This design comes from an exercise in tuning for small area on the open sky130 flow, not from production work. In this exercise RTL edits were held to simulation tests only and were not proved equivalent to the original. Power figures rest on the tool's default switching activity, not on a simulated workload.

old:
Design top_ip_i2c, start of the top module:
module top_ip_i2c
(
    input       wire                PCLK,PRESETn  ,
    input       wire                PSEL,PENABLE  ,
    input       wire                PWRITE        ,      
    input       wire    [31:0]      PADDR         ,
    input       wire    [31:0]      PWDATA        ,
    output      wire    [31:0]      PRDATA        ,
    output      wire                PREADY        , 
    output      wire                PSLVERR       ,
    output      wire                PINT          , 
    input       wire                sda_i         ,
    output      wire                sda_o         ,
    output      wire                scl_o         ,
    input       wire                scl_i         
);
clock: 10.0 ns
lec_check: 0
cap_margin: 20
core_margin: 2
core_utilization: 40
place_density: 0.5
slew_margin: 20
run.sh (not shown) runs the stock make flow with config.mk's settings and CLKGATE_MAP_FILE= SYNTH_SCRIPT=/design/flow/synth_recipe.tcl, a recipe that flattens the netlist after the stock synthesis.
The flow did not stop early for old: all stages ran, and the layout cleared the timing, DRC and antenna checks.
The inputs of new differ from those of old as listed below.
- an added ABC_AREA of 1
Findings:
Diff old -> new | wire length | up by a few percent
Compared with old, new shows a higher power after layout.
Between old and new, the flow reports global-route wire length before repair increasing by a little under 10%.
Sort new and old by global routing met2 resource utilization, ascending, and old comes first.
Delay contributed by the slowest stage of the critical path: higher on old
new vs old: final clock period utilization by the worst path down
new vs old, instance count: new higher

* * *

top_ip_i2c, a different RTL version from the one above (not shown whole).
Size: ~110 I/O pins, about 12000 µm² of cells after synthesis.
clock: 10.0 ns
lec_check: 0
cap_margin: 20
core_margin: 2
core_utilization: 40
cts_buf_list: sky130_fd_sc_hd__clkbuf_4 sky130_fd_sc_hd__clkbuf_8
cts_cluster_diameter: 60
cts_cluster_size: 20
place_density: 0.5
slew_margin: 20
Edit:
==> flow/flow/run.sh (new file) <==
#!/bin/bash
set -euo pipefail
W=$(pwd)

sed -e "s#WORK_HOME=[^ ]*#WORK_HOME=$W/ref#" standard.sh > ref_standard.sh
bash ref_standard.sh synth > ref_synth.log 2>&1

# 2. This flow's synthesis script: the reference script with an area-oriented ABC call.
{
  cat <<'EOT'
proc abc {args} {
  set keep {}
  set skip 0
  foreach a $args {
    if {$skip} { set skip 0; continue }
    if {$a in {-script -constr -D}} { set skip 1; continue }
    lappend keep $a
  }
  yosys abc {*}$keep -script {+strash;dc2;dch,-f;amap;topo}
}
EOT
  cat synth_recipe.tcl
} > area_synth.tcl

sed -e "s#SYNTH_SCRIPT=[^ ]*#SYNTH_SCRIPT=$W/area_synth.tcl ADDER_MAP_FILE= SYNTH_OPERATIONS_ARGS=-noshare 'BUFFER_PORTS_ARGS=-buffer_cell sky130_fd_sc_hd__buf_1'#" \
  standard.sh > area_standard.sh
bash area_standard.sh synth > area_synth.log 2>&1

ff_list() {
  python3 - "$1" <<'EOP'
import re, sys
txt = open(sys.argv[1]).read()
ffs = sorted(set(re.findall(r"^\s*(sky130_fd_sc_hd__(?:df|edf|sdf|sedf|dl)\w*)\s+(\S+)\s*\(", txt, re.M)))
for c, n in ffs:
    print(re.sub(r"_\d+$", "", c), n)
EOP
}
ff_list ref/results/sky130hd/top_ip_i2c/base/1_2_yosys.v > ref_regs.txt
ff_list orfs/results/sky130hd/top_ip_i2c/base/1_2_yosys.v > area_regs.txt
if cmp -s ref_regs.txt area_regs.txt && [[ -s ref_regs.txt ]]; then
  echo "registers match the reference synthesis ($(wc -l < ref_regs.txt))" | tee regs_check.log
  bash area_standard.sh > area_flow.log 2>&1
else
  echo "registers differ from the reference synthesis: standard flow" | tee regs_check.log
  diff ref_regs.txt area_regs.txt >> regs_check.log || true
  rm -rf orfs
  bash standard.sh > standard_flow.log 2>&1
fi
==> flow/standard.sh (new file) <==
#!/bin/bash
# synth_recipe.tcl (not shown) runs the flow's synth.tcl, then flattens the netlist and writes it again
# the make line also repeats each setting of config.mk as NAME=value (left out here)
make -C /OpenROAD-flow-scripts/flow DESIGN_CONFIG=/design/flow/config.mk WORK_HOME=/design/flow/orfs CLKGATE_MAP_FILE= SYNTH_SCRIPT=/design/flow/synth_recipe.tcl "${@:-finish}"
removed: flow/run.sh
The changed run finished clean.
Cell count climbs by about 3.2%.
Die area fell by about 14%.
Worst setup slack is worse by 1.7 ns.
First-iteration DRC count increases by about 90%.
Edit:
==> flow/run.sh (new file) <==
#!/bin/bash
# synth_recipe.tcl (not shown) runs the flow's synth.tcl, then flattens the netlist and writes it again
# the make line also repeats each setting of config.mk as NAME=value (left out here)
make -C /OpenROAD-flow-scripts/flow DESIGN_CONFIG=/design/flow/config.mk WORK_HOME=/design/flow/orfs CLKGATE_MAP_FILE= SYNTH_SCRIPT=/design/flow/synth_recipe.tcl finish
--- a/flow/config.mk
+++ b/flow/config.mk
@@ -11,3 +10,0 @@
-export CTS_BUF_LIST = sky130_fd_sc_hd__clkbuf_4 sky130_fd_sc_hd__clkbuf_8
-export CTS_CLUSTER_DIAMETER = 60
-export CTS_CLUSTER_SIZE = 20
removed: flow/flow/run.sh
removed: flow/standard.sh
Result: The changed run produced a clean layout; via count went down by 6.0%; combinational power went down by about 33%; final cell count went down by about 3%.

* * *

Another version of the RTL of top_ip_i2c (not shown whole).
For scale: ~240 flip-flops, about 110 I/O pins.
## top_ip_i2c
module top_ip_i2c
(
    input       wire                PCLK,PRESETn  ,
    input       wire                PSEL,PENABLE  ,
    input       wire                PWRITE        ,
    input       wire    [31:0]      PADDR         ,
    input       wire    [31:0]      PWDATA        ,
    output      wire    [31:0]      PRDATA        ,
    output      wire                PREADY        ,
    output      wire                PSLVERR       ,
    output      wire                PINT          ,
    input       wire                sda_i         ,
    output      wire                sda_o         ,
    output      wire                scl_o         ,
    input       wire                scl_i
);
export LEC_CHECK = 0
export CAP_MARGIN = 20
export CORE_MARGIN = 2
export CORE_UTILIZATION = 65
export PLACE_DENSITY = 0.8
export SLEW_MARGIN = 20
create_clock -name core_clock -period 10.0 [get_ports {PCLK}]
standard.sh (not shown) runs the stock make flow with config.mk's settings and CLKGATE_MAP_FILE= SYNTH_SCRIPT=/design/flow/synth_recipe.tcl, a recipe that flattens the netlist after the stock synthesis.
==> flow/flow/run.sh <==
#!/bin/bash
# Own layout flow: the standard ORFS flow (standard.sh) with these changes:
#  - the port buffers that ORFS adds are the smallest buffer cell;
set -euo pipefail
W=$(pwd)
export CTS_ARGS='-sink_clustering_enable -repair_clock_nets -dont_use_dummy_load -buf_list sky130_fd_sc_hd__clkbuf_16 -sink_clustering_size 30 -sink_clustering_max_diameter 60 -root_buf sky130_fd_sc_hd__clkbuf_8'

sed -e "s#WORK_HOME=[^ ]*#WORK_HOME=$W/ref#" standard.sh > ref_standard.sh
bash ref_standard.sh synth > ref_synth.log 2>&1

# 2. This flow's synthesis script: the reference script with an area-oriented ABC call.
{
  cat <<'EOT'
proc abc {args} {
  set keep {}
  set skip 0
  foreach a $args {
    if {$skip} { set skip 0; continue }
    if {$a in {-script -constr -D}} { set skip 1; continue }
    lappend keep $a
  }
  yosys abc {*}$keep -script {+strash;&get,-n;&deepsyn,-J,500,-T,1200;&put;dch,-f;amap;topo}
}
EOT
  cat synth_recipe.tcl
} > area_synth.tcl

sed -e "s#SYNTH_SCRIPT=[^ ]*#SYNTH_SCRIPT=$W/area_synth.tcl ADDER_MAP_FILE= SYNTH_OPERATIONS_ARGS=-noshare 'BUFFER_PORTS_ARGS=-buffer_cell sky130_fd_sc_hd__buf_1'#" \
  standard.sh > area_standard.sh
bash area_standard.sh synth > area_synth.log 2>&1

ff_list() {
  python3 - "$1" <<'EOP'
import re, sys
txt = open(sys.argv[1]).read()
ffs = sorted(set(re.findall(r"^\s*(sky130_fd_sc_hd__(?:df|edf|sdf|sedf|dl)\w*)\s+(\S+)\s*\(", txt, re.M)))
for c, n in ffs:
    print(re.sub(r"_\d+$", "", c), n)
EOP
}
ff_list ref/results/sky130hd/top_ip_i2c/base/1_2_yosys.v > ref_regs.txt
ff_list orfs/results/sky130hd/top_ip_i2c/base/1_2_yosys.v > area_regs.txt
if cmp -s ref_regs.txt area_regs.txt && [[ -s ref_regs.txt ]]; then
  echo "registers match the reference synthesis ($(wc -l < ref_regs.txt))" | tee regs_check.log
  bash area_standard.sh > area_flow.log 2>&1
else
  echo "registers differ from the reference synthesis: standard flow" | tee regs_check.log
  diff ref_regs.txt area_regs.txt >> regs_check.log || true
  rm -rf orfs
  bash standard.sh > standard_flow.log 2>&1
fi
Edit:
--- a/flow/flow/run.sh
+++ b/flow/flow/run.sh
@@ -1,8 +1,5 @@
 #!/bin/bash
-# Own layout flow: the standard ORFS flow (standard.sh) with these changes:
-#  - the port buffers that ORFS adds are the smallest buffer cell;
 set -euo pipefail
 W=$(pwd)
-export CTS_ARGS='-sink_clustering_enable -repair_clock_nets -dont_use_dummy_load -buf_list sky130_fd_sc_hd__clkbuf_16 -sink_clustering_size 30 -sink_clustering_max_diameter 60 -root_buf sky130_fd_sc_hd__clkbuf_8'
 
 sed -e "s#WORK_HOME=[^ ]*#WORK_HOME=$W/ref#" standard.sh > ref_standard.sh
@@ -20,5 +17,5 @@
     lappend keep $a
   }
-  yosys abc {*}$keep -script {+strash;&get,-n;&deepsyn,-J,500,-T,1200;&put;dch,-f;amap;topo}
+  yosys abc {*}$keep -script {+strash;dc2;dch,-f;amap;topo}
 }
 EOT
Settings changed: CORE_UTILIZATION 65 to 40, CTS_BUF_LIST set to sky130_fd_sc_hd__clkbuf_4 sky130_fd_sc_hd__clkbuf_8, CTS_CLUSTER_DIAMETER set to 60, CTS_CLUSTER_SIZE set to 20, PLACE_DENSITY 0.8 to 0.5.
Effect: The changed run went through all stages and came out clean. Synthesized cell count went up by 9.1%. Non-clock buffer count grows by 4. Design area increases by 7.9%.
Edit:
--- a/flow/flow/run.sh
+++ b/flow/flow/run.sh
@@ -1,5 +1,8 @@
 #!/bin/bash
+# Own layout flow: the standard ORFS flow (standard.sh) with these changes:
+#  - the port buffers that ORFS adds are the smallest buffer cell;
 set -euo pipefail
 W=$(pwd)
+export CTS_ARGS='-sink_clustering_enable -repair_clock_nets -dont_use_dummy_load -buf_list sky130_fd_sc_hd__clkbuf_16 -sink_clustering_size 30 -sink_clustering_max_diameter 60'
 
 sed -e "s#WORK_HOME=[^ ]*#WORK_HOME=$W/ref#" standard.sh > ref_standard.sh
@@ -17,5 +20,5 @@
     lappend keep $a
   }
-  yosys abc {*}$keep -script {+strash;dc2;dch,-f;amap;topo}
+  yosys abc {*}$keep -script {+strash;&get,-n;&deepsyn,-T,60;&put;dch,-f;amap;topo}
 }
 EOT
Settings changed: CORE_UTILIZATION 40 to 65, CTS_BUF_LIST sky130_fd_sc_hd__clkbuf_4 sky130_fd_sc_hd__clkbuf_8 to unset, CTS_CLUSTER_DIAMETER 60 to unset, CTS_CLUSTER_SIZE 20 to unset, PLACE_DENSITY 0.5 to 0.8.
The new run completed without violations.
Routed wire length drops by roughly a tenth.
Worst setup slack improves by 1.9 ns.
Fmax is higher by well over a third.
Via count shrinks by a few percent.
Area after synthesis is lower by a few percent.
Clock-buffer cell count drops by 9.
Clock power went down by roughly a tenth.
Edit:
--- a/flow/flow/run.sh
+++ b/flow/flow/run.sh
@@ -1,8 +1,6 @@
 #!/bin/bash
-# Own layout flow: the standard ORFS flow (standard.sh) with these changes:
-#  - the port buffers that ORFS adds are the smallest buffer cell;
 set -euo pipefail
 W=$(pwd)
-export CTS_ARGS='-sink_clustering_enable -repair_clock_nets -dont_use_dummy_load -buf_list sky130_fd_sc_hd__clkbuf_16 -sink_clustering_size 30 -sink_clustering_max_diameter 60'
+export CTS_ARGS='-sink_clustering_enable -repair_clock_nets -dont_use_dummy_load -buf_list {sky130_fd_sc_hd__clkbuf_8 sky130_fd_sc_hd__clkbuf_16} -sink_clustering_size 30 -sink_clustering_max_diameter 80'
 
 sed -e "s#WORK_HOME=[^ ]*#WORK_HOME=$W/ref#" standard.sh > ref_standard.sh
@@ -20,5 +18,5 @@
     lappend keep $a
   }
-  yosys abc {*}$keep -script {+strash;&get,-n;&deepsyn,-T,60;&put;dch,-f;amap;topo}
+  yosys abc {*}$keep -script {+strash;dc2;dch,-f;amap;topo}
 }
 EOT
Settings changed: CORE_UTILIZATION 65 to 40, CTS_BUF_LIST set to sky130_fd_sc_hd__clkbuf_4 sky130_fd_sc_hd__clkbuf_8, CTS_CLUSTER_DIAMETER set to 60, CTS_CLUSTER_SIZE set to 20, PLACE_DENSITY 0.8 to 0.5.
Effect: Total power is lower by 9.1%. Hold slack hardly moves. Via count is higher by about 3.7%. Final area is higher by about 7%. Final cell count is higher by 19%. Routed wire length is higher by 15%. Synthesized cell count is higher by 9.3%. Critical path depth is lower by 6. Clock-buffer cell count is unchanged.
Edit:
--- a/flow/flow/run.sh
+++ b/flow/flow/run.sh
@@ -1,6 +1,8 @@
 #!/bin/bash
+# Own layout flow: the standard ORFS flow (standard.sh) with these changes:
+#  - the port buffers that ORFS adds are the smallest buffer cell;
 set -euo pipefail
 W=$(pwd)
-export CTS_ARGS='-sink_clustering_enable -repair_clock_nets -dont_use_dummy_load -buf_list {sky130_fd_sc_hd__clkbuf_8 sky130_fd_sc_hd__clkbuf_16} -sink_clustering_size 30 -sink_clustering_max_diameter 80'
+export CTS_ARGS='-sink_clustering_enable -repair_clock_nets -dont_use_dummy_load -buf_list sky130_fd_sc_hd__clkbuf_16 -sink_clustering_size 30 -sink_clustering_max_diameter 60'
 
 sed -e "s#WORK_HOME=[^ ]*#WORK_HOME=$W/ref#" standard.sh > ref_standard.sh
@@ -18,5 +20,5 @@
     lappend keep $a
   }
-  yosys abc {*}$keep -script {+strash;dc2;dch,-f;amap;topo}
+  yosys abc {*}$keep -script {+strash;&get,-n;&deepsyn,-T,60;&put;dch,-f;amap;topo}
 }
 EOT
Settings changed: CORE_UTILIZATION 40 to 65, CTS_BUF_LIST sky130_fd_sc_hd__clkbuf_4 sky130_fd_sc_hd__clkbuf_8 to unset, CTS_CLUSTER_DIAMETER 60 to unset, CTS_CLUSTER_SIZE 20 to unset, PLACE_DENSITY 0.5 to 0.8.
After rerunning: The new run produced a clean layout. First-iteration DRC count goes up by 24%. Worst hold slack barely changes. Maximum frequency rose by 38%. Routed wire length shrinks by 13%. Clock skew goes up by 0.037 ns. Total power increases by 10%. Worst setup slack is better by 1.8 ns. Sequential power rose by about 4%. Die area falls by 41%.
Edit:
--- a/flow/flow/run.sh
+++ b/flow/flow/run.sh
@@ -1,8 +1,6 @@
 #!/bin/bash
-# Own layout flow: the standard ORFS flow (standard.sh) with these changes:
-#  - the port buffers that ORFS adds are the smallest buffer cell;
 set -euo pipefail
 W=$(pwd)
-export CTS_ARGS='-sink_clustering_enable -repair_clock_nets -dont_use_dummy_load -buf_list sky130_fd_sc_hd__clkbuf_16 -sink_clustering_size 30 -sink_clustering_max_diameter 60'
+export CTS_ARGS='-sink_clustering_enable -repair_clock_nets -dont_use_dummy_load -buf_list sky130_fd_sc_hd__clkbuf_16 -sink_clustering_size 40 -sink_clustering_max_diameter 80'
 
 sed -e "s#WORK_HOME=[^ ]*#WORK_HOME=$W/ref#" standard.sh > ref_standard.sh
@@ -20,5 +18,5 @@
     lappend keep $a
   }
-  yosys abc {*}$keep -script {+strash;&get,-n;&deepsyn,-T,60;&put;dch,-f;amap;topo}
+  yosys abc {*}$keep -script {+strash;dc2;dch,-f;amap;topo}
 }
 EOT
Settings changed: CORE_UTILIZATION 65 to 40, CTS_BUF_LIST set to sky130_fd_sc_hd__clkbuf_4 sky130_fd_sc_hd__clkbuf_8, CTS_CLUSTER_DIAMETER set to 60, CTS_CLUSTER_SIZE set to 20, PLACE_DENSITY 0.8 to 0.5.
The changed run completed without violations.
Utilization is lower by 27 points.
Cell count rose by about a fifth.
Critical path depth went down by 6.
Area after synthesis rose by a few percent.
Clock power goes up by a few percent.
Die area grows by well over a third.
Global-route usage fell by 9.1 points.
Final area goes up by a few percent.
Worst hold slack barely changes.
Wire length rises by about a fifth.
Power drops by roughly a tenth.

[separate check: timing with driven ports]
No port has a modelled driver above. Below, the same layouts with a new extraction and two added sets of constraints. Step 1 assumes that a clkbuf_16 drives the clock port and a buf_2 every other input. Step 2, shift: input delay + t, output delay - t, t = (earliest + latest rising clock arrival at the registers) / 2. This alone moves slack from input paths to output paths. a / b / c = no drivers / after step 1 / after step 2; a / b = the first two.
run | t (ns) | slack for setup (ns) | latest minus earliest clock arrival (ns)
old | 0.595 | 2.570 / 2.527 / 2.527 | 0.019 / 0.019
new | 0.607 | 2.937 / 2.914 / 2.914 | 0.007 / 0.007
the first run of note 2 | 0.632 | 5.335 / 5.289 / 5.334 | 0.031 / 0.030
the second run of note 2 | 0.599 | 3.676 / 3.637 / 3.637 | 0.031 / 0.031
the third run of note 2 | 0.590 | 5.395 / 5.342 / 5.365 | 0.014 / 0.014
the first run of note 3 | 0.559 | 4.975 / 4.995 / 4.435 | 0.052 / 0.053
the second run of note 3 | 0.598 | 3.334 / 3.313 / 3.313 | 0.025 / 0.024
the third run of note 3 | 0.524 | 5.207 / 5.232 / 4.707 | 0.085 / 0.085
the fourth run of note 3 | 0.524 | 3.372 / 3.351 / 3.351 | 0.040 / 0.039
the fifth run of note 3 | 0.524 | 5.207 / 5.232 / 4.707 | 0.085 / 0.085
the sixth run of note 3 | 0.524 | 3.372 / 3.351 / 3.351 | 0.040 / 0.039
After both steps every run listed still meets setup and hold. For the first run of note 3, which loses most, drivers alone change the setup slack by +0.020 ns; drivers and shift together by -0.540 ns.
